What follows belongs to an exercise in optimizing a design on an open flow for small area; a production flow would make more cautious choices. In this exercise RTL edits were held to simulation tests only and were not proved equivalent to the original. Power and IR drop assume default switching activity.

==> design/flow/design.v <==
package noc;
  parameter int unsigned PortQueueDepth = 4;
  parameter int unsigned xMax = 8;
  parameter int unsigned yMax = 8;
  parameter int unsigned messageTypeWidth = 5;
  parameter bit [4:0] AllPorts               = 5'b11111;
  parameter bit [4:0] TopLeftRouterPorts     = 5'b11010;
  parameter bit [4:0] TopRightRouterPorts    = 5'b10110;
  parameter bit [4:0] BottomLeftRouterPorts  = 5'b11001;
  parameter bit [4:0] BottomRightRouterPorts = 5'b10101;
  typedef enum logic [2:0] {
    kNorthPort = 3'd0,
    kSouthPort = 3'd1,
    kWestPort  = 3'd2,
    kEastPort  = 3'd3,
    kLocalPort = 3'd4
  } noc_port_t;
  typedef struct packed {
    logic        go_local;
    logic        go_east;
    logic        go_west;
    logic        go_south;
    logic        go_north;
  } direction_t;
  parameter direction_t goNorth = 5'b00001;
  parameter direction_t goSouth = 5'b00010;
  parameter direction_t goWest  = 5'b00100;
  parameter direction_t goEast  = 5'b01000;
  parameter direction_t goLocal = 5'b10000;
  parameter int unsigned xWidth = $clog2(xMax);
  parameter int unsigned yWidth = $clog2(xMax);
  typedef struct packed {
    logic [yWidth-1:0] y;
    logic [xWidth-1:0] x;
  } xy_t;
  typedef enum logic {
    kFlowControlAckNack = 1'b0,
    kFlowControlCreditBased = 1'b1
  } noc_flow_control_t;
  parameter int unsigned CreditsWidth = $clog2(PortQueueDepth + 1);
  typedef logic [4:0][CreditsWidth-1:0] credits_t;
  typedef logic [messageTypeWidth-1:0] message_t;
  typedef struct packed {
    logic head;
    logic tail;
  } preamble_t;
  typedef struct packed {
    xy_t source;
    xy_t destination;
    message_t message;
  } packet_info_t;
endpackage
module lookahead_router_wrapper
  #(
    parameter bit FlowControl = noc::kFlowControlAckNack,
    parameter int unsigned Width = 66,
    parameter bit [4:0] Ports = noc::AllPorts
    )
  (
   input  logic clk,
   input  logic rst,
   input  logic[2:0] CONST_localx,
   input  logic[2:0] CONST_localy,
   input  logic [Width-1:0] data_n_in,
   input  logic [Width-1:0] data_s_in,
   input  logic [Width-1:0] data_w_in,
   input  logic [Width-1:0] data_e_in,
   input  logic [Width-1:0] data_p_in,
   input  logic [4:0] data_void_in,
   output logic [4:0] stop_out,
   output logic [Width-1:0] data_n_out,
   output logic [Width-1:0] data_s_out,
   output logic [Width-1:0] data_w_out,
   output logic [Width-1:0] data_e_out,
   output logic [Width-1:0] data_p_out,
   output logic [4:0] data_void_out,
   input  logic [4:0] stop_in
   );
  localparam int W = Width;
  localparam int HEAD = W - 1;
  localparam int TAIL = W - 2;
  logic reset;
  assign reset = ~rst;
  logic [W-1:0] din [5];
  assign din[0] = data_n_in;
  assign din[1] = data_s_in;
  assign din[2] = data_w_in;
  assign din[3] = data_e_in;
  assign din[4] = data_p_in;
  logic [W-1:0] dout [5];
  assign data_n_out = dout[0];
  assign data_s_out = dout[1];
  assign data_w_out = dout[2];
  assign data_e_out = dout[3];
  assign data_p_out = dout[4];
  logic [W-1:0] fh [5];           
  logic [4:0] in_unvalid;
  logic [4:0] rd_or;
  logic [4:0] final_req [5];      
  logic [4:0] empty, full;
  logic [4:0] sel [5];            
  for (genvar j = 0; j < 5; j++) begin : g_in
    logic [W-1:0] mem [4];
    logic [1:0] hp, tp;
    logic e, f;
    logic wr, vr, vw;
    logic [4:0] saved_req;
    logic valid_head;
    assign wr = ~data_void_in[j];
    assign vr = rd_or[j] & ~e;
    assign vw = e ? wr & ~rd_or[j] : wr & ~f;
    always_ff @(posedge clk) begin
      if (reset) begin
        hp <= '0;
        tp <= '0;
        e <= 1'b1;
        f <= 1'b0;
      end else begin
        if (vr) hp <= hp + 2'd1;
        if (vw) tp <= tp + 2'd1;
        if (vw & ~vr) begin
          e <= 1'b0;
          f <= (tp + 2'd1) == hp;
        end else if (vr & ~vw) begin
          f <= 1'b0;
          e <= (hp + 2'd1) == tp;
        end
      end
    end
    for (genvar k = 0; k < 4; k++) begin : g_mem
      always_ff @(posedge clk) begin
        if (~f && tp == k) mem[k] <= din[j];
      end
    end
    logic [3:0] hsel;
    for (genvar k = 0; k < 4; k++) begin : g_hsel
      assign hsel[k] = ~e & (hp == k);
    end
    always_comb begin
      fh[j] = {W{e}} & din[j];
      for (int k = 0; k < 4; k++) fh[j] = fh[j] | ({W{hsel[k]}} & mem[k]);
    end
    assign empty[j] = e;
    assign full[j] = f;
    assign stop_out[j] = f;
    assign in_unvalid[j] = e & data_void_in[j];
    assign valid_head = fh[j][HEAD] & ~in_unvalid[j];
    always_ff @(posedge clk) begin
      if (reset) begin
        saved_req <= '0;
      end else if (fh[j][TAIL]) begin
        saved_req <= '0;
      end else if (valid_head) begin
        saved_req <= fh[j][4:0];
      end
    end
    assign final_req[j] = valid_head ? fh[j][4:0] : saved_req;
    always_comb begin
      rd_or[j] = 1'b0;
      for (int g = 0; g < 5; g++) rd_or[j] = rd_or[j] | (sel[g][j] & ~stop_in[g]);
    end
  end
  logic [2:0] npx [4];
  logic [2:0] npy [4];
  assign npx[0] = CONST_localx;         assign npy[0] = CONST_localy - 3'd1;
  assign npx[1] = CONST_localx;         assign npy[1] = CONST_localy + 3'd1;
  assign npx[2] = CONST_localx - 3'd1;  assign npy[2] = CONST_localy;
  assign npx[3] = CONST_localx + 3'd1;  assign npy[3] = CONST_localy;
  for (genvar g = 0; g < 5; g++) begin : g_out
    logic nbp;
    logic [3:0] req, grant, saved_cfg;
    logic state, fip, unvalid, load, ftail;
    logic [5:0] pri;    
    logic [W-1:0] xbar;
    logic [W-1:0] last;
    logic vout;
    logic [4:0] nh;
    assign nbp = ~stop_in[g];
    for (genvar j = 0; j < 5; j++) begin : g_req
      if (j < g) begin : g_lt
        assign req[j] = final_req[j][g];
      end else if (j > g) begin : g_gt
        assign req[j-1] = final_req[j][g];
      end
    end
    logic [15:0] pm;
    assign pm = {1'b0, ~pri[5], ~pri[4], ~pri[2],      
                 pri[5], 1'b0, ~pri[3], ~pri[1],       
                 pri[4], pri[3], 1'b0, ~pri[0],        
                 pri[2], pri[1], pri[0], 1'b0};        
    always_comb begin
      for (int i = 0; i < 4; i++) begin
        logic blk;
        blk = 1'b0;
        for (int k = 0; k < 4; k++) blk = blk | (req[k] & pm[4*k+i]);
        grant[i] = req[i] & ~blk;
      end
    end
    assign fip = state | (|req & nbp);
    logic [3:0] cfg;
    assign cfg = state ? saved_cfg : nbp ? grant : 4'b0;
    for (genvar j = 0; j < 5; j++) begin : g_sel
      if (j < g) begin : g_lt
        assign sel[g][j] = cfg[j];
      end else if (j > g) begin : g_gt
        assign sel[g][j] = cfg[j-1];
      end else begin : g_eq
        assign sel[g][j] = 1'b0;
      end
    end
    always_comb begin
      xbar = '0;
      unvalid = ~|cfg;
      for (int j = 0; j < 5; j++) begin
        xbar = xbar | ({W{sel[g][j]}} & fh[j]);
        unvalid = unvalid | (sel[g][j] & in_unvalid[j]);
      end
    end
    if (g < 4) begin : g_la
      logic [2:0] dx, dy;
      logic [4:0] west, east, north, south;
      assign dx = xbar[54:52];
      assign dy = xbar[57:55];
      assign west  = npx[g] > dx ? 5'b00100 : 5'b11011;
      assign east  = npx[g] < dx ? 5'b01000 : 5'b10111;
      assign north = npy[g] > dy ? 5'b01101 : 5'b11110;
      assign south = npy[g] < dy ? 5'b01110 : 5'b11101;
      assign nh = ~state ? (west & east & north & south) : xbar[4:0];
    end else begin : g_local
      assign nh = xbar[4:0];
    end
    assign load = nbp & fip & ~unvalid;
    assign ftail = xbar[TAIL] & ~unvalid & nbp;
    always_ff @(posedge clk) begin
      if (nbp) last <= {xbar[W-1:5], nh};
    end
    always_ff @(posedge clk) begin
      if (reset) begin
        vout <= 1'b1;
      end else if (nbp) begin
        vout <= ~(fip & ~unvalid);
      end
    end
    always_ff @(posedge clk) begin
      if (reset) begin
        state <= 1'b0;
      end else if (state) begin
        if (ftail) state <= 1'b0;
      end else if (|req & nbp & ~xbar[TAIL]) begin
        state <= 1'b1;
      end
    end
    always_ff @(posedge clk) begin
      if (~state & nbp) saved_cfg <= grant;
    end
    always_ff @(posedge clk) begin
      if (reset) begin
        pri <= 6'b111111;
      end else if (ftail) begin
        if (grant[0]) begin pri[0] <= 1'b0; pri[1] <= 1'b0; pri[2] <= 1'b0; end
        if (grant[1]) begin pri[0] <= 1'b1; pri[3] <= 1'b0; pri[4] <= 1'b0; end
        if (grant[2]) begin pri[1] <= 1'b1; pri[3] <= 1'b1; pri[5] <= 1'b0; end
        if (grant[3]) begin pri[2] <= 1'b1; pri[4] <= 1'b1; pri[5] <= 1'b1; end
      end
    end
    assign dout[g] = last;
    assign data_void_out[g] = vout;
  end
endmodule
==> design/flow/run.sh <==
#!/bin/bash
# synth_recipe.tcl (not shown) runs the flow's synth.tcl, then flattens the netlist and writes it again
# the make line also repeats each setting of config.mk as NAME=value (left out here)
make -C /OpenROAD-flow-scripts/flow DESIGN_CONFIG=/design/flow/config.mk WORK_HOME=/design/flow/orfs CLKGATE_MAP_FILE= SYNTH_SCRIPT=/design/flow/synth_recipe.tcl finish
==> design/flow/config.mk <==
export PLATFORM = sky130hd
export DESIGN_NAME = lookahead_router_wrapper
export DESIGN_NICKNAME = lookahead_router_wrapper
export VERILOG_FILES = /design/flow/design.v
export SDC_FILE = /design/flow/constraint.sdc
export NUM_CORES = 4
export LEC_CHECK = 0
export CAP_MARGIN = 30
export CORE_MARGIN = 2
export CORE_UTILIZATION = 65
export CTS_BUF_LIST = sky130_fd_sc_hd__clkbuf_8
export CTS_CLUSTER_DIAMETER = 50
export CTS_CLUSTER_SIZE = 14
export SLEW_MARGIN = 20
==> design/flow/constraint.sdc <==
create_clock -name core_clock -period 5.5 [get_ports {clk}]
set_input_delay 1.1000 -clock core_clock [delete_from_list [all_inputs] [get_ports {clk}]]
set_output_delay 1.1000 -clock core_clock [all_outputs]
set_load 0.01 [all_outputs]
==> results of run 1 <==
==> power by group through the flow <==
stage	Combinational [mW]	Sequential [mW]	Clock, mW
detailed placement	19.7	21.7	0
CTS	19.8	21.4	7.63
finish	21.0	21.7	7.69
global placement	19.3	21.6	0
floorplan	9.24	21.5	0
global route	21.2	21.8	8.11
==> final cells by class <==
cell class                 instances  area share, %
antenna                           64         0.1848
clock buffer                     166          2.636
clock inverter                    70         0.7421
inverter                          99         0.4360
multi-input combinational       2728          22.98
sequential                      1760          59.97
tap                             1488          2.148
timing repair buffer             991          10.91
==> registers in the layout, indices dropped and copies added, names as in the netlist <==
signal           count
g_in.mem          1320
g_out.last         330
g_out.pri           30
g_in.saved_req      20
g_out.saved_cfg     20
g_in.hp             10
g_in.tp             10
g_in.e               5
g_in.f               5
g_out.state          5
g_out.vout           5
==> synthesized netlist by cell type, types with 9 or more instances <==
cell,instances
mux2i_1,40
inv_1,97
o22ai_1,65
o311ai_0,20
xor2_1,9
a31oi_1,10
nand2_1,667
o31ai_1,20
o221ai_1,293
nor2b_1,71
a21oi_1,42
nand3_1,37
xnor2_1,17
and3_1,13
mux2_2,11
a221oi_1,303
and2_1,9
dfxtp_1,90
a22o_1,35
a32oi_1,10
o22a_1,287
a22oi_1,360
buf_4,10
o21a_1,13
ha_1,73
o21ai_0,59
nor2_1,87
a21o_1,10
clkbuf_1,310
edfxtp_1,1670
buf_1,29
nand2b_1,29
==> worst paths after layout <==
| kind | start | depth (start not counted) | endpoint | slack, ps |
|---|---|---|---|---|
| setup / recovery | g_in[3].hp[0] | 18 | g_out[0].last[0] | 590 |
| hold / removal | g_out[2].vout | 2 | g_out[2].vout | 490 |
| setup reg to reg | g_in[3].hp[0] | 18 | g_out[0].last[0] | 590 |
| hold reg to reg | g_out[2].vout | 2 | g_out[2].vout | 490 |
==> cells in the final DEF, fill, tap and decap left out, types with 37 or more instances in the layout <==
cell and instances:
clkbuf_8 167, inv_1 116, nand3_1 37, dfxtp_1 85
o22a_1 287, nor2b_4 40, a22oi_1 350, o221ai_1 293
a221oi_1 266, o22ai_1 65, a21oi_1 42, edfxtp_1 1670
nor2_1 87, ha_1 73, nand2_1 667, buf_4 251
mux2i_1 40, diode_2 64, o21ai_0 59, clkdlybuf4s50_1 687
==> layer usage <==
layer | vias to the layer above | global-route usage, % | routed length [microns]
met3 | 1167 | 19.15 | 47400
li1 | 21890 | - | -
met2 | 5555 | 68.47 | 119200
met4 | 52 | 33.44 | 24800
met1 | 26720 | 60.01 | 88460
met5 | - | 1.250 | 733
==> stage by stage <==
step | hold WS (ps) | cells | power (mW) | cell area (sq um)
2_1_floorplan | 440.8 | 4941 | 30.71 | 72860
3_3_place_gp | 460.4 | 7024 | 40.90 | 83070
3_5_place_dp | 467.7 | 7044 | 41.35 | 83250
4_1_cts | 488.7 | 7280 | 48.86 | 86180
5_1_grt | 513.3 | 7351 | 51.10 | 86630
6_report | 485.2 | 7366 | 50.32 | 86660
==> worst max-delay path: stages, from the launching register on <==
cell and delay (ps):
dfxtp_1 410, inv_1 120, ha_1 320, a222oi_1 610, a22oi_2 160, buf_4 200
buf_4 170, mux2i_1 270, o21ai_1 140, a221oi_2 630, a21boi_4 200, o22ai_1 180
nor2_1 90, ha_1 290, nor2b_1 130, o21a_1 160, o21ai_0 230, nor2_1 110
a32o_1 250
==> logic make-up after synthesis <==
kind of cell             count (synthesis)  synth area share (%)
multiplexers                            55                0.8054
adder cells (fa/ha/maj)                 73                 1.254
buffers and inverters                  453                 2.394
flip-flops                            1760                 71.30
XOR/XNOR                                26                0.3126
AO/OA/AOI/OAI                         1631                 18.46
AND/OR/NAND/NOR                        943                 5.472
==> notes.md, run 1 <==
Core Region -> 0.1110 sq mm
CTS buffer count -> 157
Clk pin slew, worst setup/hold paths -> 80 ps
Setup crit end kind -> flip-flop
TNS Setup -> 0 ps
endpoints failing hold -> 0
sw power -> 20.12 mW
Area contributors post-synth -> edfxtp_1 69%, a22oi_1 3.7%, a221oi_1 3.6%
skew final -> 55.78 ps
number of vias per cell -> 7.518
Yosys top cell area share -> 68.83%
kind of critical path -> reg2reg
period utilization -> 89.32%
utilization after layout -> 78.09%
fin. max-slew vios -> 0
Synth Warn # -> 13
First-pass DRT Iterations -> 8
Die X-Extent -> 338.8 microns
GPL Wtd Cong -> 1.041
crit path DAT -> 5550 ps
commonest register cell after synthesis -> edfxtp_1
Root Driver -> clkbuf_8
Synth Register Bits -> 1760
number of distinct library cells after synthesis -> 87
post-DP HPWL -> 190600 microns
biggest area consumer among synthesized cells -> edfxtp_1
crit path max fanout -> 8
outcome -> no timing/DRC/antenna violations
Clk network pwr share -> 15.3%
Reg area -> 0.05197 sq mm
Peak Freq -> 203.6 MHz
GRT Util Overall -> 47.94%
Worst Path Required -> 6140 ps
Post-synth ARST share -> 0%
Synth-to-Final Area Change -> 18.95%
final count of negative-setup-slack endpoints -> 0
total of max-cap violations -> 0
Die Height -> 338.8 microns
first-pass GRT wire length -> 387500 microns
initial antenna violation count -> 91
Internal -> 30.20 mW
pin count of the biggest net entering global routing -> 70
CTS Hold Bufs -> 0
HP Class -> reg2reg
Power Dens Cells -> 580.6 mW/mm^2
nets@finish -> 6158
fraction of layout cells with a size suffix above 1 -> 11.56%
post-CTS resize count -> 0
Final Routed Wirelength -> 280600 microns
Peak VDD IR -> 0.3518 mV
routed len/inst -> 38.09 microns
Mapped Area -> 0.07286 sq mm
switching share of power -> 39.99%
Leak -> 29.81 nW
Seq pwr share -> 43.1%
Initial Util -> 65.65%
Max transition margin -> 7.926%
number of synthesized flops with an enable pin -> 1670
Post-CTS Setup Bufs -> 0
Seq/Total Area, Yosys -> 71.30%
row count -> 122
final worst slack -> 587.6 ps
multi-input logic area -> 0.01992 sq mm
Remaining DRCs -> 0
combinational share of power -> 41.7%
Routed Antenna Nets -> 0
Sinks on Clock Net -> 1760
Cells after Synth -> 4941
synthesized area per cell -> 14.75 sq um
vias in the first global route -> 51720
IO buf count -> 687
Worst-Margin Slew -> 1381 ps
Fill cells -> 6458
Skew-Pair Late Insertion Delay -> 920 ps
syn_nets -> 5362
CTS tree -> built
global route overflow -> 0
H-Tree Depth -> 4
I/O pins -> 688
Starting DRT DRC Count -> 11010
Final Critical Period -> 4912 ps
CP startpoint kind -> flip-flop
die area -> 0.1148 sq mm
clock buffer depth -> 3
DP Worst Slack -> 293.2 ps
DR vias -> 55380
RSZ-0062 raised after global routing -> no
==> inputs of run 2 (changes only) <==
==> design/flow/flow/run.sh (new file) <==
#!/bin/bash
# Standard ORFS layout (the standard.sh, unchanged synthesis, floorplan, tap cells and power
# grid), with two knobs ORFS reads from the environment:
#  - port buffers use the smallest buffer cell instead of a clock delay buffer;
#  - CTS uses clkbuf_8 only, clusters up to 20 sinks, and adds no dummy loads.
set -euo pipefail
export BUFFER_PORTS_ARGS="-buffer_cell sky130_fd_sc_hd__buf_1"
export CTS_ARGS="-sink_clustering_enable -repair_clock_nets -dont_use_dummy_load -buf_list sky130_fd_sc_hd__clkbuf_8 -sink_clustering_size 20 -sink_clustering_max_diameter 60"
bash standard.sh > standard.log 2>&1
==> design/flow/standard.sh (new file) <==
#!/bin/bash
# synth_recipe.tcl (not shown) runs the flow's synth.tcl, then flattens the netlist and writes it again
# the make line also repeats each setting of config.mk as NAME=value (left out here)
make -C /OpenROAD-flow-scripts/flow DESIGN_CONFIG=/design/flow/config.mk WORK_HOME=/design/flow/orfs CLKGATE_MAP_FILE= SYNTH_SCRIPT=/design/flow/synth_recipe.tcl "${@:-finish}"
--- a/design/flow/config.mk
+++ b/design/flow/config.mk
@@ -9,6 +9,6 @@
 export CORE_MARGIN = 2
 export CORE_UTILIZATION = 65
 export CTS_BUF_LIST = sky130_fd_sc_hd__clkbuf_8
-export CTS_CLUSTER_DIAMETER = 50
-export CTS_CLUSTER_SIZE = 14
+export CTS_CLUSTER_DIAMETER = 60
+export CTS_CLUSTER_SIZE = 20
 export SLEW_MARGIN = 20
removed: design/flow/run.sh
==> notes.md, run 2 <==
Final Non-Filler Cells -> 7265
Core Region -> 0.1110 sq mm
HP Class -> reg2reg
commonest register cell after synthesis -> edfxtp_1
Seq/Total Area, Yosys -> 71.30%
Peak Freq -> 201.6 MHz
biggest regs -> g_in.mem: 1320 flops, g_out.last: 330 flops, g_out.pri: 30 flops
nets@finish -> 6138
CTS buffer count -> 131
Root Driver -> clkbuf_8
fraction of layout cells with a size suffix above 1 -> 10.25%
crit path max fanout -> 29
number of vias per cell -> 7.469
Skew-Pair Late Insertion Delay -> 890 ps
Final Critical Period -> 4961 ps
Routed Antenna Nets -> 0
total of max-cap violations -> 0
H-Tree Depth -> 4
synthesized area per cell -> 14.75 sq um
number of distinct library cells after synthesis -> 87
fin. max-slew vios -> 0
Cells after Synth -> 4941
crit path DAT -> 5550 ps
final count of negative-setup-slack endpoints -> 0
die area -> 0.1148 sq mm
routed len/inst -> 37.35 microns
Power Dens Cells -> 577.2 mW/mm^2
Clk pin slew, worst setup/hold paths -> 110 ps
Worst Path Required -> 6090 ps
Final Routed Wirelength -> 271300 microns
post-layout instance area -> 0.08099 sq mm
Setup crit end kind -> flip-flop
initial antenna violation count -> 93
CTS tree -> built
skew final -> 97.93 ps
Sinks on Clock Net -> 1760
biggest area consumer among synthesized cells -> edfxtp_1
Critical Path, Cell by Cell -> inv_1, ha_1, a222oi_1, a22o_1, mux2_2, o21ai_0, nor2_1, a21boi_4, buf_4, o22ai_1, nor2_1, ha_1, nor2b_1, o21ai_0, nand2b_1, a32o_1
row count -> 122
max FFs per register -> 1320
post-DP HPWL -> 187800 microns
IO buf count -> 687
Die Height -> 338.8 microns
Initial Util -> 65.65%
placed insts -> 7059
CTS Hold Bufs -> 0
Synth-to-Final Area Change -> 11.17%
synth cell count leaders -> 1670 x edfxtp_1, 667 x nand2_1, 360 x a22oi_1
Worst-Margin Slew -> 1389 ps
Critical-path top delay cell -> a22o_1
global route overflow -> 0
First-pass DRT Iterations -> 8
Peak VDD IR -> 0.3851 mV
first-pass GRT wire length -> 376100 microns
Synth Warn # -> 13
Mapped Area -> 0.07286 sq mm
Post-synth ARST share -> 0%
outcome -> no timing/DRC/antenna violations
clock buffer depth -> 3
peak per-stage delay on the critical path -> 580 ps
RSZ-0062 raised after global routing -> no
Leak -> 27.30 nW
pin count of the biggest net entering global routing -> 66
CP startpoint kind -> flip-flop
Area contributors post-synth -> edfxtp_1 69%, a22oi_1 3.7%, a221oi_1 3.6%
Post-CTS Setup Bufs -> 0
kind of critical path -> reg2reg
most instantiated library cell after synthesis -> edfxtp_1
syn_nets -> 5362
Remaining DRCs -> 0
endpoints failing hold -> 0
Largest Register -> g_in.mem
Synth Register Bits -> 1760
post-CTS resize count -> 0
commonest non-fill, non-tap cell in the layout -> edfxtp_1
vias in the first global route -> 50280
Area after DPL -> 0.07890 sq mm
TNS Setup -> 0 ps
Starting DRT DRC Count -> 9913
period utilization -> 90.20%
I/O pins -> 688
Max transition margin -> 7.409%
Yosys top cell area share -> 68.83%
number of synthesized flops with an enable pin -> 1670
GPL Wtd Cong -> 1.019
GRT Util Overall -> 46.55%
most frequent cells in the layout -> 1670 x edfxtp_1, 687 x buf_1, 667 x nand2_1
DR vias -> 54260
Die X-Extent -> 338.8 microns
## run 2: changes by cell type in the layout (fill, tap and decap cells not counted), sizes merged, moves of 5 or more
| cell | previous run | this run |
|---|---|---|
| inv | 130 | 94 |
| bufinv | 9 | 0 |
| clkinvlp | 5 | 0 |
| clkbuf | 174 | 137 |
| buf | 296 | 991 |
| clkdlybuf4s50 | 687 | 0 |
| clkinv | 25 | 5 |
## run 2: worst max-delay path, delay by kind of cell, from the launching register on
kind	cells	cell delay, ps
compound gates	7	2060
fa+ha+maj	2	530
buf+inv	2	560
flops	1	430
mux	1	460
simple gates	4	660
## run 2: final cells by class
| class | count | area [sq um] |
|---|---|---|
| sequential | 1760 | 51970 |
| inverter | 99 | 379.1 |
| timing repair buffer | 997 | 5059 |
| tap | 1488 | 1862 |
| multi-input combinational | 2728 | 19770 |
| fill | 7315 | 29980 |
| clock buffer | 131 | 1803 |
| antenna | 62 | 155.1 |
## run 2: path summary, 6_finish.rpt
path                  from                to  slack [ps]  cells after the start
min reg2reg  g_out[3].vout     g_out[3].vout         490                      2
min          g_out[3].vout     g_out[3].vout         490                      2
max reg2reg  g_in[4].hp[0]  g_out[0].last[0]         540                     16
max          g_in[4].hp[0]  g_out[0].last[0]         540                     16
## run 2: per-stage QoR
step	hold slack [ps]	power (mW)	worst slack (ps)	util (%)
CTS	456.7	45.52	648.0	72.72
detailed placement	470.4	39.64	552.7	71.10
global placement	463.8	39.34	645.1	70.96
global route	489.4	47.68	195.4	72.94
finish	486.7	46.75	539.0	72.98
floorplan	440.8	30.71	634.1	-
## run 2: cell families after synthesis
family	synth area share [%]
xor+xnor	0.3126
buf+inv	2.394
fa+ha+maj	1.254
flops	71.30
mux	0.8054
simple gates	5.472
compound gates	18.46
## run 2: routing by layer
metal / vias up / track usage [%] / routed length [microns]
met5: - / 0 / 358
met3: 1026 / 17.81 / 44470
met1: 26450 / 59.98 / 88470
met2: 5002 / 65.95 / 115300
li1: 21740 / - / -
met4: 42 / 31.18 / 22740
## run 2: power by group
part / internal [mW] / switching [mW] / leakage (nW)
Sequential: 19.5 / 1.98 / 16.7
Clock: 2.14 / 3.95 / 0.942
Combinational: 5.72 / 13.4 / 9.68
Total: 27.4 / 19.4 / 27.3
==> inputs of run 3 (changes only) <==
==> design/flow/flow/run.sh (replaced) <==
#!/bin/bash
# Standard ORFS layout (the standard.sh, unchanged synthesis, floorplan, tap cells and power
# grid), with two knobs ORFS reads from the environment:
#  - port buffers use the smallest buffer cell instead of a clock delay buffer;
#  - CTS uses clkbuf_8 only, clusters up to 14 sinks, and adds no dummy loads.
set -euo pipefail
export BUFFER_PORTS_ARGS="-buffer_cell sky130_fd_sc_hd__buf_1"
export CTS_ARGS="-sink_clustering_enable -repair_clock_nets -dont_use_dummy_load -buf_list sky130_fd_sc_hd__clkbuf_8 -sink_clustering_size 14 -sink_clustering_max_diameter 50"
bash standard.sh > standard.log 2>&1
==> design/flow/config.mk (replaced) <==
export PLATFORM = sky130hd
export DESIGN_NAME = lookahead_router_wrapper
export DESIGN_NICKNAME = lookahead_router_wrapper
export VERILOG_FILES = /design/flow/design.v
export SDC_FILE = /design/flow/constraint.sdc
export NUM_CORES = 4
export LEC_CHECK = 0
export CAP_MARGIN = 40
export CORE_MARGIN = 2
export CORE_UTILIZATION = 65
export CTS_BUF_LIST = sky130_fd_sc_hd__clkbuf_8
export CTS_CLUSTER_DIAMETER = 50
export CTS_CLUSTER_SIZE = 14
export SLEW_MARGIN = 40
==> notes.md, run 3 <==
outcome -> no timing/DRC/antenna violations
max FFs per register -> 1320
Final Routed Wirelength -> 272700 microns
Clk pin slew, worst setup/hold paths -> 70 ps
total power -> 47.76 mW
Post-CTS Setup Bufs -> 0
peak per-stage delay on the critical path -> 600 ps
Final Critical Period -> 4977 ps
mux contribution to synthesized area -> 0.8054%
IO buf count -> 687
Yosys top cell area share -> 68.83%
Synth Warn # -> 13
Peak VDD IR -> 0.3757 mV
crit path DAT -> 5570 ps
DR vias -> 54770
Mapped Area -> 0.07286 sq mm
most instantiated library cell after synthesis -> edfxtp_1
synthesized area per cell -> 14.75 sq um
CTS buffer count -> 166
Die X-Extent -> 338.8 microns
Remaining DRCs -> 0
Synth Register Bits -> 1760
row count -> 122
Critical-path top delay cell -> a22o_1
routed len/inst -> 37.23 microns
Area contributors post-synth -> edfxtp_1 69%, a22oi_1 3.7%, a221oi_1 3.6%
most frequent cells in the layout -> 1670 x edfxtp_1, 689 x buf_1, 667 x nand2_1
GPL Wtd Cong -> 1.019
CTS tree -> built
Sinks on Clock Net -> 1760
Final Non-Filler Cells -> 7325
Largest Register -> g_in.mem
CP Buf/Inv Count -> 2
Setup crit end -> g_out[0].last[0]
global route overflow -> 0
final count of negative-setup-slack endpoints -> 0
biggest regs -> g_in.mem: 1320 flops, g_out.last: 330 flops, g_out.pri: 30 flops
skew final -> 93.50 ps
Initial Util -> 65.65%
Fill cells -> 7123
TNS Setup -> 0 ps
kind of critical path -> reg2reg
Die Height -> 338.8 microns
biggest area consumer among synthesized cells -> edfxtp_1
Worst R2R Path Depth -> 16
total of max-cap violations -> 0
Post-Synth Adder-Cell Area -> 1.254%
Worst Path Required -> 6100 ps
CP startpoint kind -> flip-flop
Power Dens Cells -> 582.0 mW/mm^2
fin. max-slew vios -> 0
hold depth -> 2
Starting DRT DRC Count -> 9916
placed insts -> 7079
Worst path depth -> 16
Max transition margin -> 30.92%
multi-input logic area -> 0.02014 sq mm
vias in the first global route -> 50900
crit path max fanout -> 29
number of synthesized flops with an enable pin -> 1670
Synth-to-Final Area Change -> 12.64%
period utilization -> 90.50%
XOR/XNOR Fraction of Synth Area -> 0.3126%
Worst Setup SP -> g_in[4].hp[1]
Worst R2R Setup Slack -> 520 ps
RR Endpoint -> g_out[0].last[0]
H-Tree Depth -> 4
number of vias per cell -> 7.477
Synth Area in Simple Gates -> 5.472%
CTS Hold Bufs -> 0
Core Region -> 0.1110 sq mm
Skew-Pair Late Insertion Delay -> 880 ps
first-pass GRT wire length -> 377200 microns
die area -> 0.1148 sq mm
GRT Util Overall -> 46.63%
fraction of layout cells with a size suffix above 1 -> 11.65%
Routed Antenna Nets -> 0
number of distinct library cells after synthesis -> 87
I/O pins -> 688
Worst-Margin Slew -> 1036 ps
endpoints failing hold -> 0
commonest register cell after synthesis -> edfxtp_1
Critical Path, Cell by Cell -> inv_1, ha_1, a222oi_1, a22o_1, mux2_2, o21ai_0, nor2_1, a21boi_4, buf_4, o22ai_1, nor2_1, ha_1, nor2b_1, o21ai_0, nand2b_1, a32o_1
Reg area -> 0.05197 sq mm
RR Startpoint -> g_in[4].hp[1]
clock buffer depth -> 3
synth cell count leaders -> 1670 x edfxtp_1, 667 x nand2_1, 360 x a22oi_1
Seq/Total Area, Yosys -> 71.30%
largest family of logic cells by synthesized area -> compound AO/OA/AOI/OAI gates
Leak -> 27.71 nW
cell family with most CP delay -> compound AO/OA/AOI/OAI gates
Root Driver -> clkbuf_8
syn_nets -> 5362
Setup crit end kind -> flip-flop
nets@finish -> 6193
First-pass DRT Iterations -> 8
post-synthesis compound-gate area fraction -> 18.46%
Post-synth ARST share -> 0%
post-CTS resize count -> 0
pin count of the biggest net entering global routing -> 67
RSZ-0062 raised after global routing -> no
Peak Freq -> 200.9 MHz
HP Class -> reg2reg
initial antenna violation count -> 95
post-DP HPWL -> 187600 microns
commonest non-fill, non-tap cell in the layout -> edfxtp_1
Cells after Synth -> 4941
==> run 3: cell types whose count changed in the layout (fill, tap and decap cells not counted), sizes merged <==
cell | before | now
clkbuf | 137 | 173
clkdlybuf4s18 | 0 | 1
buf | 991 | 1009
diode | 62 | 67
==> run 3: worst min-delay path, stage by stage, from the launching register on <==
cell	delay, ps
dfxtp_1	330
o21ai_0	70
nand2_1	60
==> run 3: kinds of logic after synthesis <==
| logic type | count (synthesis) |
|---|---|
| buf+inv | 453 |
| flops | 1760 |
| mux | 55 |
| simple gates | 943 |
| compound gates | 1631 |
| xor+xnor | 26 |
| fa+ha+maj | 73 |
==> run 3: per-layer routing <==
layer	GRT usage [%]	vias up	share of wire [%]
met5	0	-	0.14
met4	34.32	56	8.9
met3	18.00	1068	17
met2	64.78	5266	42
met1	59.85	26490	32
li1	-	21890	-
==> run 3: metrics by stage <==
step | utilization, % | instance area (sq um) | worst slack, ps | hold slack [ps]
finish | 73.95 | 82070 | 522.6 | 493.1
global route | 73.90 | 82010 | 186.8 | 486.8
CTS | 73.69 | 81780 | 602.6 | 433.5
detailed placement | 71.63 | 79490 | 536.3 | 474.0
global placement | 70.96 | 78740 | 645.1 | 463.8
floorplan | - | 72860 | 634.1 | 440.8
==> run 3: report_power, final <==
group          leakage (nW)  internal [mW]  switching (mW)
registers              16.7           19.5            2.01
logic                  9.84           5.88            13.5
clock network          1.19           2.68            4.15
==> run 3: final cells by class <==
| cell class | instances | share of cell area (%) |
|---|---|---|
| Tap cell | 1488 | 2.269 |
| Sequential cell | 1760 | 63.33 |
| Multi-Input combinational cell | 2728 | 24.54 |
| Clock buffer | 166 | 2.784 |
| Inverter | 99 | 0.4665 |
| Antenna cell | 67 | 0.2043 |
| Timing Repair Buffer | 1017 | 6.405 |
==> run 3: worst min path at each step <==
stage	startpoint	end	slack, ps
2_1_floorplan	g_out[3].pri[2]	g_out[3].pri[2]	440
3_3_place_gp	g_out[3].vout	g_out[3].vout	460
3_5_place_dp	g_out[3].vout	g_out[3].vout	470
4_1_cts	data_s_in[44]	g_in[1].mem[3][44]	430
5_1_grt	data_e_in[23]	g_in[3].mem[1][23]	490
6_report	g_out[3].vout	g_out[3].vout	490
==> inputs of run 4 (changes only) <==
--- a/design/flow/design.v
+++ b/design/flow/design.v
@@ -231,9 +231,13 @@
     end
     assign load = nbp & fip & ~unvalid;
     assign ftail = xbar[TAIL] & ~unvalid & nbp;
-    always_ff @(posedge clk) begin
-      if (nbp) last <= {xbar[W-1:5], nh};
-    end
+    logic [W-1:0] last_d;
+    always_comb begin
+      last_d = {W{~nbp}} & last;
+      for (int j = 0; j < 5; j++) last_d = last_d | ({W{sel[g][j] & nbp}} & fh[j]);
+      last_d[4:0] = nbp ? nh : last[4:0];
+    end
+    always_ff @(posedge clk) last <= last_d;
     always_ff @(posedge clk) begin
       if (reset) begin
         vout <= 1'b1;
==> notes.md, run 4 <==
nets@finish -> 7005
Area after DPL -> 0.07923 sq mm
Leak -> 28.69 nW
endpoints failing hold -> 0
CP startpoint kind -> flip-flop
GRT Util Overall -> 50.51%
CTS Hold Bufs -> 0
Post-CTS Setup Bufs -> 0
number of vias per cell -> 7.403
global route overflow -> 0
Synth Register Bits -> 1760
crit path DAT -> 5730 ps
First-pass DRT Iterations -> 9
H-Tree Depth -> 4
post-layout instance area -> 0.08190 sq mm
Routed Antenna Nets -> 0
commonest non-fill, non-tap cell in the layout -> edfxtp_1
skew final -> 121.9 ps
die area -> 0.1144 sq mm
Initial Util -> 65.54%
most frequent cells in the layout -> 1365 x edfxtp_1, 856 x nand2_1, 683 x buf_1
most instantiated library cell after synthesis -> edfxtp_1
commonest register cell after synthesis -> edfxtp_1
RSZ-0062 raised after global routing -> no
Reg area -> 0.04892 sq mm
Fill cells -> 7321
Yosys top cell area share -> 56.43%
multi-input logic area -> 0.02292 sq mm
Final Critical Period -> 5177 ps
Synth Warn # -> 13
Cells after Synth -> 5776
fin. max-slew vios -> 0
initial antenna violation count -> 86
CTS tree -> built
routed len/inst -> 36.55 microns
GPL Wtd Cong -> 1.045
kind of critical path -> reg2reg
IO buf count -> 687
number of distinct library cells after synthesis -> 91
Die X-Extent -> 338.3 microns
CTS buffer count -> 165
max FFs per register -> 1320
Skew-Pair Late Insertion Delay -> 920 ps
worst hold slack -> 479.0 ps
synth cell count leaders -> 1365 x edfxtp_1, 861 x nand2_1, 395 x dfxtp_1
Die Height -> 338.3 microns
Core Region -> 0.1108 sq mm
post-CTS resize count -> 0
Largest Register -> g_in.mem
biggest regs -> g_in.mem: 1320 flops, g_out.last: 330 flops, g_out.pri: 30 flops
Synth-to-Final Area Change -> 12.76%
synthesized area per cell -> 12.58 sq um
fraction of layout cells with a size suffix above 1 -> 11.30%
Worst-Margin Slew -> 985.8 ps
final count of negative-setup-slack endpoints -> 0
row count -> 122
Post-synth ARST share -> 0%
period utilization -> 94.13%
Peak VDD IR -> 0.3796 mV
Worst Path Required -> 6050 ps
syn_nets -> 6197
I/O pins -> 688
DR vias -> 60260
Starting DRT DRC Count -> 11700
Root Driver -> clkbuf_8
post-DP HPWL -> 205700 microns
Peak Freq -> 193.2 MHz
total of max-cap violations -> 0
outcome -> no timing/DRC/antenna violations
crit path max fanout -> 9
Final Routed Wirelength -> 297600 microns
Sinks on Clock Net -> 1760
pin count of the biggest net entering global routing -> 67
TNS Setup -> 0 ps
biggest area consumer among synthesized cells -> edfxtp_1
HP Class -> reg2reg
Power Dens Cells -> 586.2 mW/mm^2
Clk pin slew, worst setup/hold paths -> 80 ps
Remaining DRCs -> 0
Max transition margin -> 34.28%
Seq/Total Area, Yosys -> 67.32%
clock buffer depth -> 3
vias in the first global route -> 54680
Setup crit end kind -> flip-flop
Area contributors post-synth -> edfxtp_1 56%, dfxtp_1 11%, nand2_1 4.4%
first-pass GRT wire length -> 409400 microns
Mapped Area -> 0.07263 sq mm
number of synthesized flops with an enable pin -> 1365
-- run 4: cell families (layout without fill, tap and decap cells) --
kind of cell / after synthesis / count (layout) / share of synthesized area, %
AND/OR/NAND/NOR: 1587 / 1587 / 9.576
other: 0 / 71 / 0
AO/OA/AOI/OAI: 1797 / 1797 / 18.08
flip-flops: 1760 / 1760 / 67.32
buffers and inverters: 476 / 1282 / 2.606
adder cells (fa/ha/maj): 73 / 73 / 1.257
XOR/XNOR: 28 / 28 / 0.3376
multiplexers: 55 / 55 / 0.8200
-- run 4: area by class of cell --
type | instances | area share (%)
Sequential cell | 1760 | 59.73
Inverter | 75 | 0.3437
Clock buffer | 165 | 2.773
Multi-Input combinational cell | 3540 | 27.99
Antenna cell | 71 | 0.2169
Tap cell | 1488 | 2.273
Timing Repair Buffer | 1042 | 6.676
-- run 4: metrics by stage --
stage,power (mW),util [%],std cells,setup slack [ps]
2_1_floorplan,30.09,-,5776,1176
4_1_cts,46.45,73.54,8048,471.7
5_1_grt,48.74,73.85,8117,24.49
3_3_place_gp,39.02,70.67,7829,489.4
6_report,48.01,73.90,8141,323.0
3_5_place_dp,39.87,71.49,7883,390.9
-- run 4: routing by layer --
metal | global-route usage (%) | up-vias | share of wire (%) | routed length [microns]
met5 | 0 | - | 0.080 | 239
met4 | 37.59 | 34 | 9.9 | 29410
met3 | 20.88 | 1339 | 17 | 50070
met2 | 70.26 | 5914 | 41 | 122000
met1 | 63.34 | 28940 | 32 | 95830
li1 | - | 24040 | - | -
-- run 4: worst paths after layout --
path                                   startpoint           endpoint  slack, ps  cells after the start
worst max-delay path                g_in[4].hp[0]   g_out[0].last[4]        320                     16
worst min-delay path            g_out[0].last[64]  g_out[0].last[64]        480                      2
worst min register to register  g_out[0].last[64]  g_out[0].last[64]        480                      2
worst max register to register      g_in[4].hp[0]   g_out[0].last[4]        320                     16
-- run 4: power breakdown --
part	switching [mW]	internal [mW]	leakage (nW)	total, mW
clock network	4.21	2.67	1.19	6.87
registers	2.29	18.9	16.1	21.2
logic	14.2	5.82	11.4	20.0
total	20.7	27.3	28.7	48.0
-- run 4: critical path: stages (launching register included) --
cell and delay (ps):
dfxtp_1 470, inv_1 100, ha_1 300, a222oi_1 440
a22o_1 460, mux2_2 460, o21bai_1 300, nor2_1 150
a21boi_0 560, buf_4 290, o22ai_1 100, nor3_1 370
ha_1 350, a21oi_1 190, nor2_1 110, nand3_1 110
o21ai_0 90
==> inputs of run 5 (changes only) <==
--- a/design/flow/config.mk
+++ b/design/flow/config.mk
@@ -7,7 +7,7 @@
 export LEC_CHECK = 0
 export CAP_MARGIN = 40
 export CORE_MARGIN = 2
-export CORE_UTILIZATION = 65
+export CORE_UTILIZATION = 75
 export CTS_BUF_LIST = sky130_fd_sc_hd__clkbuf_8
 export CTS_CLUSTER_DIAMETER = 50
 export CTS_CLUSTER_SIZE = 14
==> notes.md, run 5 <==
number of distinct library cells after synthesis -> 91
most instantiated library cell after synthesis -> edfxtp_1
pin count of the biggest net entering global routing -> 67
H-Tree Depth -> 4
global route overflow -> 38
post-CTS resize count -> 0
GPL Wtd Cong -> 1.045
commonest register cell after synthesis -> edfxtp_1
IO buf count -> 687
Post-CTS Setup Bufs -> 0
Root Driver -> clkbuf_8
CTS Hold Bufs -> 0
Area contributors post-synth -> edfxtp_1 56%, dfxtp_1 11%, nand2_1 4.4%
biggest area consumer among synthesized cells -> edfxtp_1
Die X-Extent -> 315.2 microns
clock buffer depth -> 3
I/O pins -> 688
Initial Util -> 75.44%
GRT Util Overall -> 76.69%
Synth Warn # -> 13
Die Height -> 315.2 microns
Mapped Area -> 0.07263 sq mm
Yosys top cell area share -> 56.43%
stop err -> [ERROR GRT-0232] Routing congestion too high. Check the congestion heatmap in the GUI.
Failed at -> 5_1_grt
number of synthesized flops with an enable pin -> 1365
post-DP HPWL -> 219800 microns
synthesized area per cell -> 12.58 sq um
CTS buffer count -> 160
outcome -> did not finish
Area after DPL -> 0.07885 sq mm
synth cell count leaders -> 1365 x edfxtp_1, 861 x nand2_1, 395 x dfxtp_1
Synth Register Bits -> 1760
Sinks on Clock Net -> 1760
Post-synth ARST share -> 0%
syn_nets -> 6197
row count -> 114
Cells after Synth -> 5776
Seq/Total Area, Yosys -> 67.32%
-- run 5: cell counts after synthesis --
Identical to the previous run, type by type.
-- run 5: logic make-up after synthesis --
group | share of synthesized area (%)
adder cells (fa/ha/maj) | 1.257
buffers and inverters | 2.606
XOR/XNOR | 0.3376
AND/OR/NAND/NOR | 9.576
AO/OA/AOI/OAI | 18.08
multiplexers | 0.8200
flip-flops | 67.32
-- run 5: through the flow --
| step | setup slack, ps | power, mW | hold slack, ps | instances | util [%] |
|---|---|---|---|---|---|
| 3_5_place_dp | 560.6 | 39.95 | 462.9 | 7653 | 81.90 |
| 4_1_cts | 586.5 | 46.86 | 450.6 | 7813 | 84.19 |
| 3_3_place_gp | 677.0 | 38.63 | 454.9 | 7616 | 81.04 |
| 2_1_floorplan | 1176 | 30.09 | 443.7 | 5776 | - |
-- run 5: how the worst max path moves through the flow --
stage                                from          endpoint  slack, ps  cells after the start
after floorplan           data_void_in[1]  g_out[2].last[0]       1180                     14
after CTS                   g_in[4].hp[0]  g_out[0].last[0]        590                     17
after detailed placement  data_void_in[4]  g_out[0].last[0]        560                     16
after global placement    data_void_in[2]         g_in[2].e        680                     10
-- run 5: power by group through the flow --
stage | clock [mW] | sequential (mW) | combinational, mW
floorplan | 0 | 20.9 | 9.15
detailed placement | 0 | 21.3 | 18.6
global placement | 0 | 21.0 | 17.7
CTS | 6.72 | 21.2 | 18.9
-- run 5: layer usage --
metal,GRT overflow,global-route usage [%]
met5,0,38.39
met4,16,73.27
met3,2,64.14
met2,20,90.89
met1,0,77.48
==> inputs of run 6 (changes only) <==
--- a/design/flow/design.v
+++ b/design/flow/design.v
@@ -77,6 +77,10 @@
    input  logic [4:0] stop_in
    );
   localparam int W = Width;
+  function automatic logic gt3(input logic [2:0] a, input logic [2:0] b);
+    gt3 = (a[2] & ~b[2]) |
+          ((a[2] | ~b[2]) & ((a[1] & ~b[1]) | ((a[1] | ~b[1]) & a[0] & ~b[0])));
+  endfunction
   localparam int HEAD = W - 1;
   localparam int TAIL = W - 2;
   logic reset;
@@ -218,14 +222,15 @@
     end
     if (g < 4) begin : g_la
       logic [2:0] dx, dy;
-      logic [4:0] west, east, north, south;
+      logic gtx, ltx, gty, lty, eqx;
       assign dx = xbar[54:52];
       assign dy = xbar[57:55];
-      assign west  = npx[g] > dx ? 5'b00100 : 5'b11011;
-      assign east  = npx[g] < dx ? 5'b01000 : 5'b10111;
-      assign north = npy[g] > dy ? 5'b01101 : 5'b11110;
-      assign south = npy[g] < dy ? 5'b01110 : 5'b11101;
-      assign nh = ~state ? (west & east & north & south) : xbar[4:0];
+      assign gtx = gt3(npx[g], dx);
+      assign ltx = gt3(dx, npx[g]);
+      assign gty = gt3(npy[g], dy);
+      assign lty = gt3(dy, npy[g]);
+      assign eqx = ~gtx & ~ltx;
+      assign nh = ~state ? {eqx & ~gty & ~lty, ltx, gtx, eqx & lty, eqx & gty} : xbar[4:0];
     end else begin : g_local
       assign nh = xbar[4:0];
     end
==> design/flow/flow/run.sh (replaced) <==
#!/bin/bash
# Standard ORFS layout (the standard.sh, unchanged synthesis, floorplan, tap cells and power
# grid), with two knobs ORFS reads from the environment:
#  - port buffers use the smallest buffer cell instead of a clock delay buffer;
#  - CTS uses clkbuf_8 only, clusters up to 16 sinks, and adds no dummy loads.
set -euo pipefail
export BUFFER_PORTS_ARGS="-buffer_cell sky130_fd_sc_hd__buf_1"
export CTS_ARGS="-sink_clustering_enable -repair_clock_nets -dont_use_dummy_load -buf_list sky130_fd_sc_hd__clkbuf_8 -sink_clustering_size 16 -sink_clustering_max_diameter 50"
bash standard.sh > standard.log 2>&1
--- a/design/flow/config.mk
+++ b/design/flow/config.mk
@@ -7,8 +7,8 @@
 export LEC_CHECK = 0
 export CAP_MARGIN = 40
 export CORE_MARGIN = 2
-export CORE_UTILIZATION = 75
+export CORE_UTILIZATION = 65
 export CTS_BUF_LIST = sky130_fd_sc_hd__clkbuf_8
 export CTS_CLUSTER_DIAMETER = 50
-export CTS_CLUSTER_SIZE = 14
+export CTS_CLUSTER_SIZE = 16
 export SLEW_MARGIN = 40
==> notes.md, run 6 <==
Largest Register -> g_in.mem
first-pass GRT wire length -> 407200 microns
fraction of layout cells with a size suffix above 1 -> 11.41%
Yosys top cell area share -> 56.59%
number of distinct library cells after synthesis -> 95
Peak Freq -> 203.0 MHz
period utilization -> 89.56%
Core Region -> 0.1107 sq mm
H-Tree Depth -> 4
Peak VDD IR -> 0.3542 mV
post-CTS resize count -> 0
initial antenna violation count -> 64
CP startpoint kind -> flip-flop
XOR/XNOR Fraction of Synth Area -> 0.5320%
Post-Synth Adder-Cell Area -> 1.026%
Initial Util -> 65.45%
crit path DAT -> 5680 ps
synth cell count leaders -> 1365 x edfxtp_1, 662 x nand2_1, 449 x o221ai_1
Final Critical Period -> 4926 ps
Routed Antenna Nets -> 0
Clk pin slew, worst setup/hold paths -> 70 ps
First-pass DRT Iterations -> 10
CTS buffer count -> 156
Starting DRT DRC Count -> 10720
number of synthesized flops with an enable pin -> 1365
die area -> 0.1141 sq mm
Area contributors post-synth -> edfxtp_1 57%, dfxtp_1 11%, o221ai_1 5.4%
Setup crit end -> g_in[3].e
nets@finish -> 6638
Synth Warn # -> 13
Worst Setup SP -> g_in[1].hp[0]
Setup crit end kind -> flip-flop
I/O pins -> 688
RSZ-0062 raised after global routing -> no
commonest register cell after synthesis -> edfxtp_1
final worst slack -> 574.4 ps
pin count of the biggest net entering global routing -> 96
Power Dens Cells -> 595.0 mW/mm^2
Final Routed Wirelength -> 297400 microns
Post-synth ARST share -> 0%
outcome -> no timing/DRC/antenna violations
mux contribution to synthesized area -> 0.9345%
biggest regs -> g_in.mem: 1320 flops, g_out.last: 330 flops, g_out.pri: 30 flops
kind of critical path -> reg2reg
GRT Util Overall -> 51.21%
Worst Path Required -> 6250 ps
synthesized area per cell -> 13.20 sq um
Die Height -> 337.8 microns
Remaining DRCs -> 0
HP Class -> reg2reg
final count of negative-setup-slack endpoints -> 0
Leak -> 27.41 nW
vias in the first global route -> 54000
DP Worst Slack -> 526.5 ps
clock buffer depth -> 3
commonest non-fill, non-tap cell in the layout -> edfxtp_1
IO buf count -> 687
Sinks on Clock Net -> 1760
Synth Area in Simple Gates -> 6.531%
number of vias per cell -> 7.599
row count -> 122
Worst R2R Path Depth -> 12
max FFs per register -> 1320
DR vias -> 59060
TNS Setup -> 0 ps
most instantiated library cell after synthesis -> edfxtp_1
Seq/Total Area, Yosys -> 67.51%
total of max-cap violations -> 0
RR Startpoint -> g_in[1].hp[0]
Mapped Area -> 0.07243 sq mm
post-DP HPWL -> 205800 microns
Skew-Pair Late Insertion Delay -> 920 ps
CTS tree -> built
Cells after Synth -> 5488
Max transition margin -> 28.70%
Synth-to-Final Area Change -> 11.75%
Post-CTS Setup Bufs -> 0
post-synthesis compound-gate area fraction -> 20.65%
GPL Wtd Cong -> 1.168
fin. max-slew vios -> 0
syn_nets -> 5885
largest family of logic cells by synthesized area -> compound AO/OA/AOI/OAI gates
CTS Hold Bufs -> 0
Die X-Extent -> 337.8 microns
Worst-Margin Slew -> 1069 ps
Worst R2R Setup Slack -> 570 ps
crit path max fanout -> 9
skew final -> 105.3 ps
Synth Register Bits -> 1760
most frequent cells in the layout -> 1365 x edfxtp_1, 686 x buf_1, 661 x nand2_1
endpoints failing hold -> 0
Root Driver -> clkbuf_8
RR Endpoint -> g_in[3].e
utilization after layout -> 73.14%
routed len/inst -> 38.27 microns
global route overflow -> 0
biggest area consumer among synthesized cells -> edfxtp_1
-- run 6: worst max-delay path: stages (launching register included) --
cell and delay (ps):
dfxtp_1 410, inv_1 110, ha_1 230, a222oi_1 410
a22o_1 700, mux2i_1 580, a22oi_1 220, a32oi_2 560
or2_2 230, nand4_1 280, a211oi_1 410, ha_1 330
o311ai_0 310
-- run 6: final cells by class --
cell class | count | area, sq um
Multi-Input combinational cell | 3206 | 22350
Tap cell | 1488 | 1862
Antenna cell | 44 | 110.1
Sequential cell | 1760 | 48920
Fill cell | 7393 | 29720
Inverter | 91 | 352.8
Timing Repair Buffer | 1026 | 5210
Clock buffer | 156 | 2147
-- run 6: how the worst min path moves through the flow --
stage | start | endpoint | slack [ps] | depth (start not counted)
2_1_floorplan | g_out[4].vout | g_out[4].vout | 440 | 2
3_3_place_gp | g_out[0].last[55] | g_out[0].last[55] | 450 | 1
3_5_place_dp | g_out[0].last[55] | g_out[0].last[55] | 450 | 1
4_1_cts | data_n_in[39] | g_in[0].mem[2][39] | 460 | 1
5_1_grt | data_e_in[25] | g_in[3].mem[2][25] | 470 | 1
6_report | g_out[0].last[55] | g_out[0].last[55] | 470 | 1
-- run 6: routing by layer --
layer | vias to the layer above | track usage, % | share of wire [%]
li1 | 23570 | - | -
met5 | - | 0.04255 | 0.093
met4 | 40 | 43.49 | 11
met2 | 5654 | 71.92 | 42
met3 | 1388 | 20.19 | 15
met1 | 28410 | 61.98 | 32
-- run 6: per-stage QoR --
stage | total power, mW | area (sq um) | cells | hold WS, ps
after floorplan | 30.22 | 72430 | 5488 | 442.9
after detailed placement | 40.15 | 78450 | 7546 | 454.2
after global routing | 48.82 | 80900 | 7752 | 474.7
final | 48.16 | 80950 | 7771 | 467.8
after global placement | 39.47 | 77760 | 7506 | 446.8
after CTS | 46.53 | 80600 | 7702 | 459.5
-- run 6: kinds of logic after synthesis --
family,count (synthesis)
compound gates,1963
buf+inv,522
simple gates,1073
xor+xnor,44
flops,1760
fa+ha+maj,62
mux,64
-- run 6: power breakdown --
group	internal, mW	switching [mW]
sequential	19.0	2.58
clock	2.53	4.12
combinational	5.48	14.4
total	27.1	21.1
==> inputs of run 7 (changes only) <==
--- a/design/flow/design.v
+++ b/design/flow/design.v
@@ -100,7 +100,9 @@
   logic [W-1:0] fh [5];           
   logic [4:0] in_unvalid;
   logic [4:0] rd_or;
-  logic [4:0] final_req [5];      
+  logic [4:0] valid_head;         
+  logic [4:0] alive;              
+  logic [4:0] locked_to [5];      
   logic [4:0] empty, full;
   logic [4:0] sel [5];            
   for (genvar j = 0; j < 5; j++) begin : g_in
@@ -108,8 +110,6 @@
     logic [1:0] hp, tp;
     logic e, f;
     logic wr, vr, vw;
-    logic [4:0] saved_req;
-    logic valid_head;
     assign wr = ~data_void_in[j];
     assign vr = rd_or[j] & ~e;
     assign vw = e ? wr & ~rd_or[j] : wr & ~f;
@@ -148,17 +148,16 @@
     assign full[j] = f;
     assign stop_out[j] = f;
     assign in_unvalid[j] = e & data_void_in[j];
-    assign valid_head = fh[j][HEAD] & ~in_unvalid[j];
-    always_ff @(posedge clk) begin
-      if (reset) begin
-        saved_req <= '0;
+    assign valid_head[j] = fh[j][HEAD] & ~in_unvalid[j];
+    always_ff @(posedge clk) begin
+      if (reset) begin
+        alive[j] <= 1'b0;
       end else if (fh[j][TAIL]) begin
-        saved_req <= '0;
-      end else if (valid_head) begin
-        saved_req <= fh[j][4:0];
-      end
-    end
-    assign final_req[j] = valid_head ? fh[j][4:0] : saved_req;
+        alive[j] <= 1'b0;
+      end else if (valid_head[j]) begin
+        alive[j] <= 1'b1;
+      end
+    end
     always_comb begin
       rd_or[j] = 1'b0;
       for (int g = 0; g < 5; g++) rd_or[j] = rd_or[j] | (sel[g][j] & ~stop_in[g]);
@@ -182,9 +181,9 @@
     assign nbp = ~stop_in[g];
     for (genvar j = 0; j < 5; j++) begin : g_req
       if (j < g) begin : g_lt
-        assign req[j] = final_req[j][g];
+        assign req[j] = valid_head[j] ? fh[j][g] : alive[j] & locked_to[j][g];
       end else if (j > g) begin : g_gt
-        assign req[j-1] = final_req[j][g];
+        assign req[j-1] = valid_head[j] ? fh[j][g] : alive[j] & locked_to[j][g];
       end
     end
     logic [15:0] pm;
@@ -210,6 +209,13 @@
         assign sel[g][j] = cfg[j-1];
       end else begin : g_eq
         assign sel[g][j] = 1'b0;
+      end
+      if (j < g) begin : g_lk_lt
+        assign locked_to[j][g] = state & saved_cfg[j];
+      end else if (j > g) begin : g_lk_gt
+        assign locked_to[j][g] = state & saved_cfg[j-1];
+      end else begin : g_lk_eq
+        assign locked_to[j][g] = 1'b0;
       end
     end
     always_comb begin
==> notes.md, run 7 <==
switching share of power -> 42.92%
Final Routed Wirelength -> 285200 microns
Mapped Area -> 0.07202 sq mm
Area after DPL -> 0.07801 sq mm
initial antenna violation count -> 57
Seq/Total Area, Yosys -> 67.47%
Sinks on Clock Net -> 1745
CP startpoint kind -> flip-flop
Die Height -> 336.9 microns
multi-input logic area -> 0.02215 sq mm
Largest Register -> g_in.mem
Final Non-Filler Cells -> 7933
biggest area consumer among synthesized cells -> edfxtp_1
most instantiated library cell after synthesis -> edfxtp_1
Worst Path Required -> 6280 ps
Leak -> 27.65 nW
Routed Antenna Nets -> 0
Critical Path, Cell by Cell -> inv_1, ha_1, a222oi_1, a22o_1, mux2i_1, o21ai_0, o41a_2, and4_1, or3_1, or3_1, or2_1, a21bo_1
synth cell count leaders -> 1365 x edfxtp_1, 758 x nand2_1, 380 x dfxtp_1
Root Driver -> clkbuf_8
DR vias -> 58220
sw power -> 20.05 mW
Post-CTS Setup Bufs -> 0
GPL Wtd Cong -> 1.123
number of distinct library cells after synthesis -> 97
Skew-Pair Late Insertion Delay -> 910 ps
crit path max fanout -> 14
endpoints failing hold -> 0
vias in the first global route -> 53720
CTS buffer count -> 153
Initial Util -> 65.35%
Synth-to-Final Area Change -> 11.60%
commonest non-fill, non-tap cell in the layout -> edfxtp_1
kind of critical path -> reg2reg
first-pass GRT wire length -> 394200 microns
I/O pins -> 688
Reg area -> 0.04861 sq mm
Starting DRT DRC Count -> 10460
max FFs per register -> 1320
Worst-Margin Slew -> 1044 ps
TNS Setup -> 0 ps
Die X-Extent -> 336.9 microns
outcome -> no timing/DRC/antenna violations
row count -> 122
crit path DAT -> 5820 ps
commonest register cell after synthesis -> edfxtp_1
Internal -> 26.67 mW
post-layout instance area -> 0.08038 sq mm
Yosys top cell area share -> 56.91%
worst hold slack -> 448.3 ps
period utilization -> 91.75%
Remaining DRCs -> 0
Critical-path top delay cell -> a222oi_1
GRT Util Overall -> 49.43%
skew final -> 124.0 ps
Area contributors post-synth -> edfxtp_1 57%, dfxtp_1 11%, nand2_1 4.0%
total power -> 46.72 mW
IO buf count -> 687
synthesized area per cell -> 12.77 sq um
Synth Warn # -> 13
RSZ-0062 raised after global routing -> no
syn_nets -> 6038
Seq pwr share -> 45.1%
post-CTS resize count -> 0
final count of negative-setup-slack endpoints -> 0
HP Class -> reg2reg
CP most frequent cell -> or3_1
cell family with most CP delay -> compound AO/OA/AOI/OAI gates
Power Dens Cells -> 581.3 mW/mm^2
Clk pin slew, worst setup/hold paths -> 90 ps
Cells after Synth -> 5641
Synth Register Bits -> 1745
routed len/inst -> 35.95 microns
number of synthesized flops with an enable pin -> 1365
peak per-stage delay on the critical path -> 610 ps
Clk network pwr share -> 14.0%
CTS tree -> built
biggest regs -> g_in.mem: 1320 flops, g_out.last: 330 flops, g_out.pri: 30 flops
post-DP HPWL -> 197100 microns
Final Critical Period -> 5046 ps
die area -> 0.1135 sq mm
utilization after layout -> 72.93%
Max transition margin -> 30.37%
number of vias per cell -> 7.339
CTS Hold Bufs -> 0
CP Buf/Inv Count -> 1
Peak VDD IR -> 0.3399 mV
DP Worst Slack -> 540.5 ps
final worst slack -> 453.9 ps
Setup crit end kind -> flip-flop
placed insts -> 7727
clock buffer depth -> 3
fraction of layout cells with a size suffix above 1 -> 10.57%
Post-synth ARST share -> 0%
Fill cells -> 7549
Core Region -> 0.1102 sq mm
most frequent cells in the layout -> 1365 x edfxtp_1, 755 x nand2_1, 685 x buf_1
H-Tree Depth -> 4
global route overflow -> 0
First-pass DRT Iterations -> 8
total of max-cap violations -> 0
fin. max-slew vios -> 0
Peak Freq -> 198.2 MHz
combinational share of power -> 40.9%
pin count of the biggest net entering global routing -> 75
nets@finish -> 6801
run 7: final cells by class:
| class | count | share of cell area (%) |
|---|---|---|
| sequential | 1745 | 60.48 |
| multi-input combinational | 3389 | 27.55 |
| timing repair buffer | 1017 | 6.432 |
| clock buffer | 153 | 2.620 |
| tap | 1488 | 2.316 |
| inverter | 98 | 0.4639 |
| antenna | 43 | 0.1339 |
run 7: cell families after synthesis:
kind of cell / count (synthesis) / synth area share [%]
compound gates: 1810 / 18.97
xor+xnor: 46 / 0.5594
fa+ha+maj: 62 / 1.032
buf+inv: 507 / 2.787
flops: 1745 / 67.47
mux: 41 / 0.6132
simple gates: 1430 / 8.568
run 7: tightest hold or removal path, stage by stage (launching register included):
cell and delay [ps]:
dfxtp_1 310, inv_1 40, a21oi_1 50
run 7: power groups by stage:
stage	Combinational, mW	Clock, mW	Sequential [mW]
final	19.1	6.54	21.1
after global routing	19.5	6.91	21.2
after CTS	17.9	6.49	20.9
after detailed placement	17.9	0	21.2
after global placement	17.4	0	21.0
after floorplan	8.96	0	20.9
run 7: worst paths after layout:
path / end / slack, ps / start / cells after the start
setup reg to reg: g_out[4].pri[4] / 450 / g_in[0].hp[0] / 12
hold / removal: g_out[1].last[55] / 450 / g_out[1].last[55] / 2
hold reg to reg: g_out[1].last[55] / 450 / g_out[1].last[55] / 2
setup / recovery: g_out[4].pri[4] / 450 / g_in[0].hp[0] / 12
run 7: layer usage:
metal,GRT usage (%),wire length [microns],part of all wire [%],vias to the layer above
met3,19.40,44750,16,1329
met2,70.39,120000,42,5336
met5,0,175,0.061,-
met4,41.33,29950,11,24
met1,59.24,90370,32,27830
li1,-,-,-,23700
==> inputs of run 8 (changes only) <==
==> design/flow/flow/run.sh (replaced) <==
#!/bin/bash
# Standard ORFS layout (the standard.sh, unchanged synthesis, floorplan, tap cells and power
# grid), with two knobs ORFS reads from the environment:
#  - port buffers use the smallest buffer cell instead of a clock delay buffer;
#  - CTS uses clkbuf_8 only, clusters up to 18 sinks, and adds no dummy loads.
set -euo pipefail
export BUFFER_PORTS_ARGS="-buffer_cell sky130_fd_sc_hd__buf_1"
export CTS_ARGS="-sink_clustering_enable -repair_clock_nets -dont_use_dummy_load -buf_list sky130_fd_sc_hd__clkbuf_8 -sink_clustering_size 18 -sink_clustering_max_diameter 50"
bash standard.sh > standard.log 2>&1
--- a/design/flow/config.mk
+++ b/design/flow/config.mk
@@ -10,5 +10,5 @@
 export CORE_UTILIZATION = 65
 export CTS_BUF_LIST = sky130_fd_sc_hd__clkbuf_8
 export CTS_CLUSTER_DIAMETER = 50
-export CTS_CLUSTER_SIZE = 16
+export CTS_CLUSTER_SIZE = 18
 export SLEW_MARGIN = 40
==> notes.md, run 8 <==
pin count of the biggest net entering global routing -> 75
CTS tree -> built
row count -> 122
CTS Hold Bufs -> 0
Skew-Pair Late Insertion Delay -> 920 ps
Area after DPL -> 0.07801 sq mm
max FFs per register -> 1320
RSZ-0062 raised after global routing -> no
vias in the first global route -> 53600
outcome -> no timing/DRC/antenna violations
hold depth -> 2
Clk network pwr share -> 13.8%
post-CTS resize count -> 0
final worst slack -> 442.7 ps
Fill cells -> 7580
Synth Warn # -> 13
CTS buffer count -> 146
TNS Setup -> 0 ps
biggest area consumer among synthesized cells -> edfxtp_1
Post-CTS Setup Bufs -> 0
switching share of power -> 42.97%
Remaining DRCs -> 0
synthesized area per cell -> 12.77 sq um
DP Worst Slack -> 540.5 ps
Seq pwr share -> 45.2%
Mapped Area -> 0.07202 sq mm
Initial Util -> 65.35%
Area contributors post-synth -> edfxtp_1 57%, dfxtp_1 11%, nand2_1 4.0%
syn_nets -> 6038
number of distinct library cells after synthesis -> 97
endpoints failing hold -> 0
Worst Path Required -> 6230 ps
Reg area -> 0.04861 sq mm
utilization after layout -> 72.78%
initial antenna violation count -> 56
First-pass DRT Iterations -> 10
Root Driver -> clkbuf_8
Largest Register -> g_in.mem
final count of negative-setup-slack endpoints -> 0
number of vias per cell -> 7.319
fin. max-slew vios -> 0
Die X-Extent -> 336.9 microns
first-pass GRT wire length -> 393900 microns
IO buf count -> 687
Worst-Margin Slew -> 1036 ps
CP startpoint kind -> flip-flop
H-Tree Depth -> 4
I/O pins -> 688
Worst R2R Setup Slack -> 440 ps
Post-synth ARST share -> 0%
crit path max fanout -> 11
commonest register cell after synthesis -> edfxtp_1
die area -> 0.1135 sq mm
commonest non-fill, non-tap cell in the layout -> edfxtp_1
global route overflow -> 0
Leak -> 27.58 nW
nets@finish -> 6791
DR vias -> 57960
clock buffer depth -> 3
Routed Antenna Nets -> 0
Seq/Total Area, Yosys -> 67.47%
post-DP HPWL -> 197100 microns
fraction of layout cells with a size suffix above 1 -> 10.43%
GPL Wtd Cong -> 1.123
Power Dens Cells -> 580.1 mW/mm^2
most frequent cells in the layout -> 1365 x edfxtp_1, 755 x nand2_1, 685 x buf_1
Clk pin slew, worst setup/hold paths -> 70 ps
skew final -> 119.2 ps
period utilization -> 91.95%
routed len/inst -> 35.99 microns
Internal -> 26.54 mW
RR Startpoint -> g_in[0].hp[0]
crit path DAT -> 5780 ps
Starting DRT DRC Count -> 10500
HP Class -> reg2reg
GRT Util Overall -> 49.41%
Max transition margin -> 30.96%
Final Routed Wirelength -> 285000 microns
Final Critical Period -> 5057 ps
Setup crit end kind -> flip-flop
Peak Freq -> 197.7 MHz
number of synthesized flops with an enable pin -> 1365
Hold Crit Start -> g_out[1].last[55]
biggest regs -> g_in.mem: 1320 flops, g_out.last: 330 flops, g_out.pri: 30 flops
kind of critical path -> reg2reg
Core Region -> 0.1102 sq mm
Sinks on Clock Net -> 1745
Synth Register Bits -> 1745
synth cell count leaders -> 1365 x edfxtp_1, 758 x nand2_1, 380 x dfxtp_1
Yosys top cell area share -> 56.91%
combinational share of power -> 41.0%
post-layout instance area -> 0.08021 sq mm
Peak VDD IR -> 0.3585 mV
most instantiated library cell after synthesis -> edfxtp_1
total power -> 46.53 mW
Worst Setup SP -> g_in[0].hp[0]
Cells after Synth -> 5641
multi-input logic area -> 0.02215 sq mm
Synth-to-Final Area Change -> 11.37%
sw power -> 19.99 mW
total of max-cap violations -> 0
Die Height -> 336.9 microns
Worst R2R Path Depth -> 13
-- run 8: changes by cell type in the layout (fill, tap and decap cells not counted) --
cell      delta
buf_12       -3
buf_4        -1
buf_6        +1
clkbuf_8     -7
diode_2      -5
-- run 8: per-layer routing --
layer  wire length, microns  vias up  track usage, %  share of wire (%)
li1                       -    23690               -                  -
met1                  90500    27640           59.09                 32
met2                 119900     5248           70.42                 42
met3                  44060     1342           19.39                 15
met4                  30160       38           41.43                 11
met5                    311        -               0               0.11
-- run 8: final timing paths --
| check | end |
|---|---|
| setup / recovery | g_in[4].e |
| hold / removal | g_out[1].last[55] |
| setup reg to reg | g_in[4].e |
| hold reg to reg | g_out[1].last[55] |
-- run 8: kinds of logic after synthesis --
group / after synthesis / share of synthesized area, %
AOI/OAI and AO/OA: 1810 / 18.97
DFF: 1745 / 67.47
and+or+nand+nor: 1430 / 8.568
buffers and inverters: 507 / 2.787
adders and majority gates: 62 / 1.032
xor gates and xnor gates: 46 / 0.5594
muxes: 41 / 0.6132
-- run 8: power groups by stage --
stage                     registers [mW]  logic [mW]  clock network (mW)
after floorplan                     20.9        8.96                   0
after global placement              21.0        17.4                   0
after detailed placement            21.2        17.9                   0
after CTS                           20.9        17.9                6.34
after global routing                21.2        19.4                6.77
final                               21.0        19.1                6.42
-- run 8: cell type report --
class	count	share of cell area [%]
sequential	1745	60.61
multi-input combinational	3389	27.61
timing repair buffer	1014	6.375
clock buffer	146	2.505
tap	1488	2.321
inverter	98	0.4648
antenna	38	0.1185
-- run 8: through the flow --
step / hold slack, ps / instances
after detailed placement: 438.5 / 7727
final: 448.4 / 7918
after global routing: 466.7 / 7907
after CTS: 426.8 / 7873
after floorplan: 426.0 / 5641
after global placement: 436.5 / 7679
-- run 8: critical path, cell delays in order, from the launching register on --
cell and delay, ps:
dfxtp_1 450, inv_1 100, ha_1 360, a222oi_1 620, a22oi_1 380, buf_2 270
or3_1 390, o221a_4 140, a32oi_2 520, or2_2 250, nand4_1 290, a211oi_2 460
ha_1 350, o311ai_0 350

Setup slack of run 8, layout unchanged: 0.443 ns with ideal ports, 0.443 ns with driving cells assumed (clock clkbuf_16, inputs buf_2), 0.414 ns with port delays also shifted by the 0.948 ns mid clock arrival.
